This is an optimization exercise on Yosys and OpenROAD, whose aim is small area, not a production implementation. Only simulation tests tie the RTL to the original design; equivalence was not proved.

==> inputs of v31 <==
// uart_core
module uart_core (
    input  logic        clk,
    input  logic        reset_n,
    input  logic [15:0] divisor,
    input  logic        rx_pin,
    output logic        tx_pin,
    input  logic        tx_wr_en,
    input  logic [7:0]  tx_wr_data,
    output logic        tx_full,
    input  logic        rx_rd_en,
    output logic [7:0]  rx_rd_data,
    output logic        rx_empty,
    output logic        rx_err
);
==> module rx_fifo, before the edit <==
module rx_fifo (
    input  logic       clk,
    input  logic       reset_n,
    input  logic       wr_en,
    input  logic [7:0] wr_data,
    input  logic       rd_en,
    output logic [7:0] rd_data,
    output logic       empty
);
    logic [7:0] ring [0:15];
    logic [4:0] wr_ptr, rd_ptr;
    logic       pending;
    logic       push, pop, full;
    logic [3:0] last;
    assign empty = (wr_ptr == rd_ptr);
    assign full  = (wr_ptr[3:0] == rd_ptr[3:0]) && (wr_ptr[4] != rd_ptr[4]);
    assign push  = wr_en && !full;
    assign pop   = rd_en && !empty;
    assign last  = wr_ptr[3:0] - 4'd1;
    always_ff @(posedge clk or negedge reset_n) begin
        if (!reset_n) begin
            wr_ptr  <= '0;
            rd_ptr  <= '0;
            pending <= 1'b0;
        end else begin
            wr_ptr  <= push ? wr_ptr : wr_ptr - 5'd1;
            rd_ptr  <= pop  ? rd_ptr : rd_ptr - 5'd1;
            if (push)
                pending <= 1'b1;
            else if (last == 4'd0)
                pending <= 1'b0;
        end
    end
    always_ff @(posedge clk) begin
        for (int p = 0; p < 15; p++)
            ring[p] <= ring[p + 1];
        ring[15] <= (pending && last == 4'd0) ? wr_data : ring[0];
    end
    logic [7:0] ring_out;
    always_comb begin
        ring_out = '0;
        for (int p = 0; p < 16; p++)
            ring_out = ring_out | ({8{rd_ptr[3:0] == p[3:0]}} & ring[p]);
    end
    assign rd_data = (pending && rd_ptr[3:0] == last) ? wr_data : ring_out;
endmodule
==> module baud_gen, before the edit <==
module baud_gen (
    input  logic        clk,         
    input  logic        reset_n,     
    input  logic [15:0] divisor,
    output logic        tick         
);
    logic [15:0] counter;
    logic [15:0] inc;
    logic [16:0] carry;      
    logic [16:0] ge;         
    assign carry[0] = 1'b1;
    assign ge[0]    = 1'b1;
    for (genvar i = 0; i < 16; i++) begin : g_chain
        assign inc[i]     = counter[i] ^ carry[i];
        assign carry[i+1] = counter[i] & carry[i];
        assign ge[i+1]    = (counter[i] & ~divisor[i]) |
                            ((counter[i] | ~divisor[i]) & ge[i]);
    end
    always_ff @(posedge clk or negedge reset_n) begin
        if (!reset_n) begin
            counter <= '0;
            tick    <= 1'b0;
        end else begin
            counter <= ge[16] ? 16'd0 : inc;
            tick    <= ge[16];
        end
    end
endmodule
==> module uart_tx, before the edit <==
module uart_tx (
    input  logic       clk,
    input  logic       reset_n,
    input  logic       tick,
    input  logic       tx_start,
    input  logic       load,
    input  logic [7:0] tx_data,
    output logic       tx_pin,
    output logic       tx_done
);
    localparam logic [1:0] IDLE = 2'd0, START = 2'd1, DATA = 2'd2, STOP = 2'd3;
    logic [1:0] state;
    logic [3:0] tick_cnt;
    logic [2:0] bit_cnt;
    logic [2:0] next_idx;
    logic       next_bit;
    logic       first;
    logic       tx_reg;
    logic       last_tick;
    assign last_tick = tick && (tick_cnt == 4'd15);
    assign tx_done   = (state == STOP) && last_tick;
    assign next_idx  = (state == DATA) ? bit_cnt + 3'd1 : 3'd0;
    always_ff @(posedge clk) begin
        if (load)
            next_bit <= tx_data[next_idx];
        first <= last_tick && (state == START || state == DATA);
    end
    always_ff @(posedge clk or negedge reset_n) begin
        if (!reset_n) begin
            state    <= IDLE;
            tick_cnt <= '0;
            bit_cnt  <= '0;
            tx_reg   <= 1'b1;
        end else begin
            case (state)
                IDLE:    tx_reg <= 1'b1;
                START:   tx_reg <= 1'b0;
                DATA:    if (first) tx_reg <= next_bit;
                default: tx_reg <= 1'b1;
            endcase
            if (state != IDLE && tick)
                tick_cnt <= tick_cnt + 4'd1;
            if (state == DATA && last_tick)
                bit_cnt <= bit_cnt + 3'd1;
            if ((state == IDLE && tx_start) ||
                (state != IDLE && last_tick && (state != DATA || bit_cnt == 3'd7)))
                state <= state + 2'd1;
        end
    end
    assign tx_pin = tx_reg;
endmodule
==> module uart_rx, before the edit <==
module uart_rx (
    input  logic       clk,
    input  logic       reset_n,
    input  logic       tick,
    input  logic       rx_pin,
    output logic       rx_done,
    output logic [7:0] rx_data,
    output logic       rx_err
);
    localparam logic [1:0] IDLE = 2'd0, START = 2'd1, DATA = 2'd2, STOP = 2'd3;
    logic [1:0] state;
    logic [3:0] tick_cnt;
    logic [2:0] bit_cnt;
    logic [7:0] shift_reg;
    logic       last_tick;
    logic rx_sync_0, rx_sync_1;
    always_ff @(posedge clk or negedge reset_n) begin
        if (!reset_n) begin
            rx_sync_0 <= 1'b1;
            rx_sync_1 <= 1'b1;
        end else begin
            rx_sync_0 <= rx_pin;
            rx_sync_1 <= rx_sync_0;
        end
    end
    assign last_tick = tick && (tick_cnt == 4'd15);
    logic [1:0] state_next;
    always_comb begin
        state_next = state;
        case (state)
            IDLE:    if (!rx_sync_1) state_next = START;
            START:   if (last_tick) state_next = rx_sync_1 ? IDLE : DATA;
            DATA:    if (last_tick && bit_cnt == 3'd7) state_next = STOP;
            default: if (last_tick) state_next = IDLE;
        endcase
    end
    always_ff @(posedge clk) begin
        if (state == IDLE) begin
            tick_cnt <= 4'd8;
            bit_cnt  <= 3'd0;
        end else begin
            if (tick)
                tick_cnt <= tick_cnt + 4'd1;
            if (state == DATA && last_tick)
                bit_cnt <= bit_cnt + 3'd1;
        end
        if (state == DATA && last_tick)
            shift_reg <= {rx_sync_1, shift_reg[7:1]};
    end
    always_ff @(posedge clk or negedge reset_n) begin
        if (!reset_n) begin
            state   <= IDLE;
            rx_done <= 1'b0;
            rx_err  <= 1'b0;
        end else begin
            rx_done <= (state == STOP) && last_tick;
            if ((state == STOP) && last_tick)
                rx_err <= !rx_sync_1;
            state <= state_next;
        end
    end
    assign rx_data = shift_reg;
endmodule
Settings: LEC_CHECK=0, ABC_AREA=1, CAP_MARGIN=20, CORE_MARGIN=2, CORE_UTILIZATION=75, CTS_BUF_LIST=sky130_fd_sc_hd__clkbuf_8, CTS_CLUSTER_DIAMETER=50, CTS_CLUSTER_SIZE=18, SLEW_MARGIN=20; clock period 10.0 ns.
standard.sh (not shown) runs the stock make flow with config.mk's settings and CLKGATE_MAP_FILE= SYNTH_SCRIPT=/design/flow/synth_recipe.tcl, a recipe that flattens the netlist after the stock synthesis.
==> flow/flow/run.sh <==
#!/bin/bash
# Own layout flow: the standard ORFS flow (standard.sh) with these changes,
# all made through ORFS's own variables and hooks:
#  - synthesis is synth_recipe.tcl with an area-oriented abc mapping script
#    (flow/own_synth.tcl, flow/abc_area_amap.script); the registers are the
#    standard synthesis's;
#  - port buffers are buf_1 cells (the standard flow picks clkdlybuf4s50_1);
#  - before the placement resizer, combinational cells go to their smallest
#    drive strength (flow/downsize.tcl); repair_design then upsizes only where
#    slew or capacitance need it;
#  - clock tree synthesis inserts no dummy loads and uses clkbuf_8 clusters.
# The make output goes to flow_make.log here; ORFS keeps per-step logs in orfs/logs/.
set -euo pipefail
F="$PWD/flow"
export OWN_ABC_SCRIPT="$F/abc_area_amap.script"
export BUFFER_PORTS_ARGS="-buffer_cell sky130_fd_sc_hd__buf_1"
export PRE_RESIZE_TCL="$F/downsize.tcl"
export CTS_ARGS="-sink_clustering_enable -repair_clock_nets -dont_use_dummy_load -buf_list sky130_fd_sc_hd__clkbuf_8 -sink_clustering_size 20 -sink_clustering_max_diameter 50"
grep -q 'SYNTH_SCRIPT=[^ ]*synth_recipe.tcl' standard.sh
sed "s|SYNTH_SCRIPT=[^ ]*synth_recipe.tcl|SYNTH_SCRIPT=$F/own_synth.tcl|" standard.sh > own_standard.sh
bash own_standard.sh > flow_make.log 2>&1
==> flow/flow/abc_area_amap.script <==
strash
dc2
dch -f
amap -m -F 3 -A 8 -C 1000
topo
==> flow/flow/downsize.tcl <==
# Downsize every combinational cell to its smallest drive strength; the
# repair_design that follows upsizes again only where slew or capacitance need it.
set db [ord::get_db]
set n 0
foreach inst [[ord::get_db_block] getInsts] {
  set name [[$inst getMaster] getName]
  if {![regexp {^sky130_fd_sc_hd__([a-z0-9]+)_([0-9]+)$} $name -> base drive]} { continue }
  if {[regexp {^(df|edf|sdf|sedf|dl|clk|tap|fill|decap|conb|diode|probe|lpflow)} $base]} { continue }
  foreach d {1 0} {
    if {$d >= $drive} { continue }
    set m [$db findMaster sky130_fd_sc_hd__${base}_$d]
    if {$m ne "NULL"} {
      replace_cell [$inst getName] sky130_fd_sc_hd__${base}_$d
      incr n
      break
    }
  }
}
puts "downsize: $n cells replaced"
==> flow/flow/own_synth.tcl <==
# The standard synthesis script (synth_recipe.tcl), unchanged except that
# the technology-mapping abc call runs flow/abc_area_amap.script, an
# area-oriented mapping (dc2, dch, amap with more area-recovery passes), in place of ORFS's abc script. Registers are
# mapped before abc, by the same dfflibmap, so they are the standard ones.
proc synth {args} { yosys synth -nofsm -noshare {*}$args }
proc abc {args} {
  set i [lsearch -exact $args -script]
  if { $i >= 0 } {
    set args [lreplace $args [expr { $i + 1 }] [expr { $i + 1 }] $::env(OWN_ABC_SCRIPT)]
  }
  yosys abc {*}$args
}
source $::env(SCRIPTS_DIR)/synth.tcl
# left out here: clear keep_hierarchy, flatten, clean up, hide names made inside functions, write 1_2_yosys.v
==> inputs of v27, as changes to v31 <==
--- a/flow/design.v
+++ b/flow/design.v
@@ -70,13 +70,7 @@
             ring[p] <= ring[p + 1];
         ring[15] <= (pending && last == 4'd0) ? wr_data : ring[0];
     end
-    logic [7:0] ring_out;
-    always_comb begin
-        ring_out = '0;
-        for (int p = 0; p < 16; p++)
-            ring_out = ring_out | ({8{rd_ptr[3:0] == p[3:0]}} & ring[p]);
-    end
-    assign rd_data = (pending && rd_ptr[3:0] == last) ? wr_data : ring_out;
+    assign rd_data = (pending && rd_ptr[3:0] == last) ? wr_data : ring[rd_ptr[3:0]];
 endmodule
 `timescale 1ns / 1ps
 module baud_gen (
@@ -86,24 +80,18 @@
     output logic        tick         
 );
     logic [15:0] counter;
-    logic [15:0] inc;
-    logic [16:0] carry;      
-    logic [16:0] ge;         
-    assign carry[0] = 1'b1;
-    assign ge[0]    = 1'b1;
-    for (genvar i = 0; i < 16; i++) begin : g_chain
-        assign inc[i]     = counter[i] ^ carry[i];
-        assign carry[i+1] = counter[i] & carry[i];
-        assign ge[i+1]    = (counter[i] & ~divisor[i]) |
-                            ((counter[i] | ~divisor[i]) & ge[i]);
-    end
     always_ff @(posedge clk or negedge reset_n) begin
         if (!reset_n) begin
             counter <= '0;
             tick    <= 1'b0;
         end else begin
-            counter <= ge[16] ? 16'd0 : inc;
-            tick    <= ge[16];
+            if (counter >= divisor) begin
+                counter <= '0;
+                tick    <= 1'b1;
+            end else begin
+                counter <= counter + 1;
+                tick    <= 1'b0;
+            end
         end
     end
 endmodule
@@ -122,18 +110,14 @@
     logic [1:0] state;
     logic [3:0] tick_cnt;
     logic [2:0] bit_cnt;
-    logic [2:0] next_idx;
-    logic       next_bit;
-    logic       first;
+    logic [7:0] data;
     logic       tx_reg;
     logic       last_tick;
     assign last_tick = tick && (tick_cnt == 4'd15);
     assign tx_done   = (state == STOP) && last_tick;
-    assign next_idx  = (state == DATA) ? bit_cnt + 3'd1 : 3'd0;
-    always_ff @(posedge clk) begin
-        if (load)
-            next_bit <= tx_data[next_idx];
-        first <= last_tick && (state == START || state == DATA);
+    always_ff @(posedge clk) begin
+        if (state == START && load)
+            data <= tx_data;
     end
     always_ff @(posedge clk or negedge reset_n) begin
         if (!reset_n) begin
@@ -145,7 +129,7 @@
             case (state)
                 IDLE:    tx_reg <= 1'b1;
                 START:   tx_reg <= 1'b0;
-                DATA:    if (first) tx_reg <= next_bit;
+                DATA:    tx_reg <= data[bit_cnt];
                 default: tx_reg <= 1'b1;
             endcase
             if (state != IDLE && tick)
@@ -186,16 +170,6 @@
         end
     end
     assign last_tick = tick && (tick_cnt == 4'd15);
-    logic [1:0] state_next;
-    always_comb begin
-        state_next = state;
-        case (state)
-            IDLE:    if (!rx_sync_1) state_next = START;
-            START:   if (last_tick) state_next = rx_sync_1 ? IDLE : DATA;
-            DATA:    if (last_tick && bit_cnt == 3'd7) state_next = STOP;
-            default: if (last_tick) state_next = IDLE;
-        endcase
-    end
     always_ff @(posedge clk) begin
         if (state == IDLE) begin
             tick_cnt <= 4'd8;
@@ -218,7 +192,12 @@
             rx_done <= (state == STOP) && last_tick;
             if ((state == STOP) && last_tick)
                 rx_err <= !rx_sync_1;
-            state <= state_next;
+            case (state)
+                IDLE:  if (!rx_sync_1) state <= START;
+                START: if (last_tick) state <= rx_sync_1 ? IDLE : DATA;
+                DATA:  if (last_tick && bit_cnt == 3'd7) state <= STOP;
+                STOP:  if (last_tick) state <= IDLE;
+            endcase
         end
     end
     assign rx_data = shift_reg;
==> flow/run.sh (new file) <==
#!/bin/bash
# synth_recipe.tcl (not shown) runs the flow's synth.tcl, then flattens the netlist and writes it again
# the make line also repeats each setting of config.mk as NAME=value (left out here)
make -C /OpenROAD-flow-scripts/flow DESIGN_CONFIG=/design/flow/config.mk WORK_HOME=/design/flow/orfs CLKGATE_MAP_FILE= SYNTH_SCRIPT=/design/flow/synth_recipe.tcl finish
==> flow/config.mk (replaced) <==
export PLATFORM = sky130hd
export DESIGN_NAME = uart_core
export DESIGN_NICKNAME = uart_core
export VERILOG_FILES = /design/flow/design.v
export SDC_FILE = /design/flow/constraint.sdc
export NUM_CORES = 4
export LEC_CHECK = 0
export CAP_MARGIN = 20
export CORE_MARGIN = 2
export CORE_UTILIZATION = 60
export CTS_BUF_LIST = sky130_fd_sc_hd__clkbuf_16
export CTS_CLUSTER_DIAMETER = 50
export CTS_CLUSTER_SIZE = 24
export SLEW_MARGIN = 20
removed: flow/flow/run.sh
removed: flow/flow/abc_area_amap.script
removed: flow/flow/downsize.tcl
removed: flow/flow/own_synth.tcl
removed: flow/standard.sh
==> inputs of v15, as changes to v31 <==
--- a/flow/design.v
+++ b/flow/design.v
@@ -186,16 +186,6 @@
         end
     end
     assign last_tick = tick && (tick_cnt == 4'd15);
-    logic [1:0] state_next;
-    always_comb begin
-        state_next = state;
-        case (state)
-            IDLE:    if (!rx_sync_1) state_next = START;
-            START:   if (last_tick) state_next = rx_sync_1 ? IDLE : DATA;
-            DATA:    if (last_tick && bit_cnt == 3'd7) state_next = STOP;
-            default: if (last_tick) state_next = IDLE;
-        endcase
-    end
     always_ff @(posedge clk) begin
         if (state == IDLE) begin
             tick_cnt <= 4'd8;
@@ -218,7 +208,12 @@
             rx_done <= (state == STOP) && last_tick;
             if ((state == STOP) && last_tick)
                 rx_err <= !rx_sync_1;
-            state <= state_next;
+            case (state)
+                IDLE:  if (!rx_sync_1) state <= START;
+                START: if (last_tick) state <= rx_sync_1 ? IDLE : DATA;
+                DATA:  if (last_tick && bit_cnt == 3'd7) state <= STOP;
+                STOP:  if (last_tick) state <= IDLE;
+            endcase
         end
     end
     assign rx_data = shift_reg;
==> flow/run.sh (new file) <==
#!/bin/bash
# synth_recipe.tcl (not shown) runs the flow's synth.tcl, then flattens the netlist and writes it again
# the make line also repeats each setting of config.mk as NAME=value (left out here)
make -C /OpenROAD-flow-scripts/flow DESIGN_CONFIG=/design/flow/config.mk WORK_HOME=/design/flow/orfs CLKGATE_MAP_FILE= SYNTH_SCRIPT=/design/flow/synth_recipe.tcl finish
removed: flow/flow/run.sh
removed: flow/flow/abc_area_amap.script
removed: flow/flow/downsize.tcl
removed: flow/flow/own_synth.tcl
removed: flow/standard.sh
==> impl_metrics.toml <==
[worst_setup_path]
slowest_delay_ns = 0.80

[placement]
dp.cells = 1234

[pwr]
power.density_nw_per_um2 = 300
pg_seq_mw = 1.85

[outcome]
outcome = "timing/DRC/antenna clean"

[global_routing]
grt_pass1_vias = 7628
grt_use_met1 = 0.280

[finish]
final_cell_mix = "dfxtp_1 (263), mux2_2 (115), dfrtp_1 (51)"
multi_input_gates = 556
nonClkBufAreaFrac = 0.0304
fin_util = 0.696

[floorplanning]
core_sq_um = 20100
The numbers above come from v27.

==> impl_metrics.toml <==
[sta]
period_share = 0.585

[global_routing]
grt_use_met3 = 0.0461
grt_use_met1 = 0.383
grt_pass1_vias = 7256

[synthesis]
synth.area.top_cells = "dfxtp_1 (50%), dfrtp_1 (12%), nor2_1 (6.4%)"
netlist_area_sq_um = 10700

[routing]
drt-total-wl_um = 21700

[finish]
fin_util = 0.821
final_cell_mix = "dfxtp_1 (264), nor2_1 (181), a21oi_1 (133)"
fillCellCount = 858
nets = 1151
nonClkBufAreaFrac = 0.0158

[floorplanning]
die_y_um = 123
core_sq_um = 13900

[worst_setup_path]
slowest_delay_ns = 0.77

[outcome]
outcome = "timing/DRC/antenna clean"

[pwr]
pg_seq_mw = 1.82
power.density_nw_per_um2 = 274
The numbers above come from v31.

==> impl_metrics.toml <==
[global_routing]
grt_pass1_vias = 7838
grt_use_met1 = 0.352

[finish]
clock_tree_area_fraction = 0.0461
fin_util = 0.825
final_cell_mix = "nand2_1 (265), dfxtp_1 (264), inv_1 (108)"
nonClkBufAreaFrac = 0.0323
multi_input_gates = 689

[outcome]
outcome = "timing/DRC/antenna clean"

[pwr]
pg_seq_mw = 1.79
power.density_nw_per_um2 = 291

[worst_setup_path]
slowest_delay_ns = 0.68

[placement]
dp.cells = 1354
The numbers above come from v15.

## static timing again, ports no longer ideal
In the flow no input, the clock included, has a driving cell. The finished layouts below were timed again as built, in two steps. Step 1: set_driving_cell puts a clkbuf_16 on clk and a buf_2 on each other input, an assumption about the parent block. Step 2 times the ports against the registers' clock, not the clock port: input delays grow and output delays shrink by t, the midpoint of the rising clock arrivals with the driver on. Slacks: no drivers / after step 1 / after step 2; pairs: no drivers / after step 1.
| run | t (ns) | slack for setup (ns) | worst data-port slew with drivers (ns) |
|---|---|---|---|
| v31 | 0.576 | 4.155 / 4.115 / 4.691 | 0.03 |
| v27 | 0.540 | 4.252 / 4.204 / 4.744 | 0.04 |
| v15 | 0.599 | 4.640 / 4.603 / 5.202 | 0.03 |
After both steps every run listed still meets setup and hold.
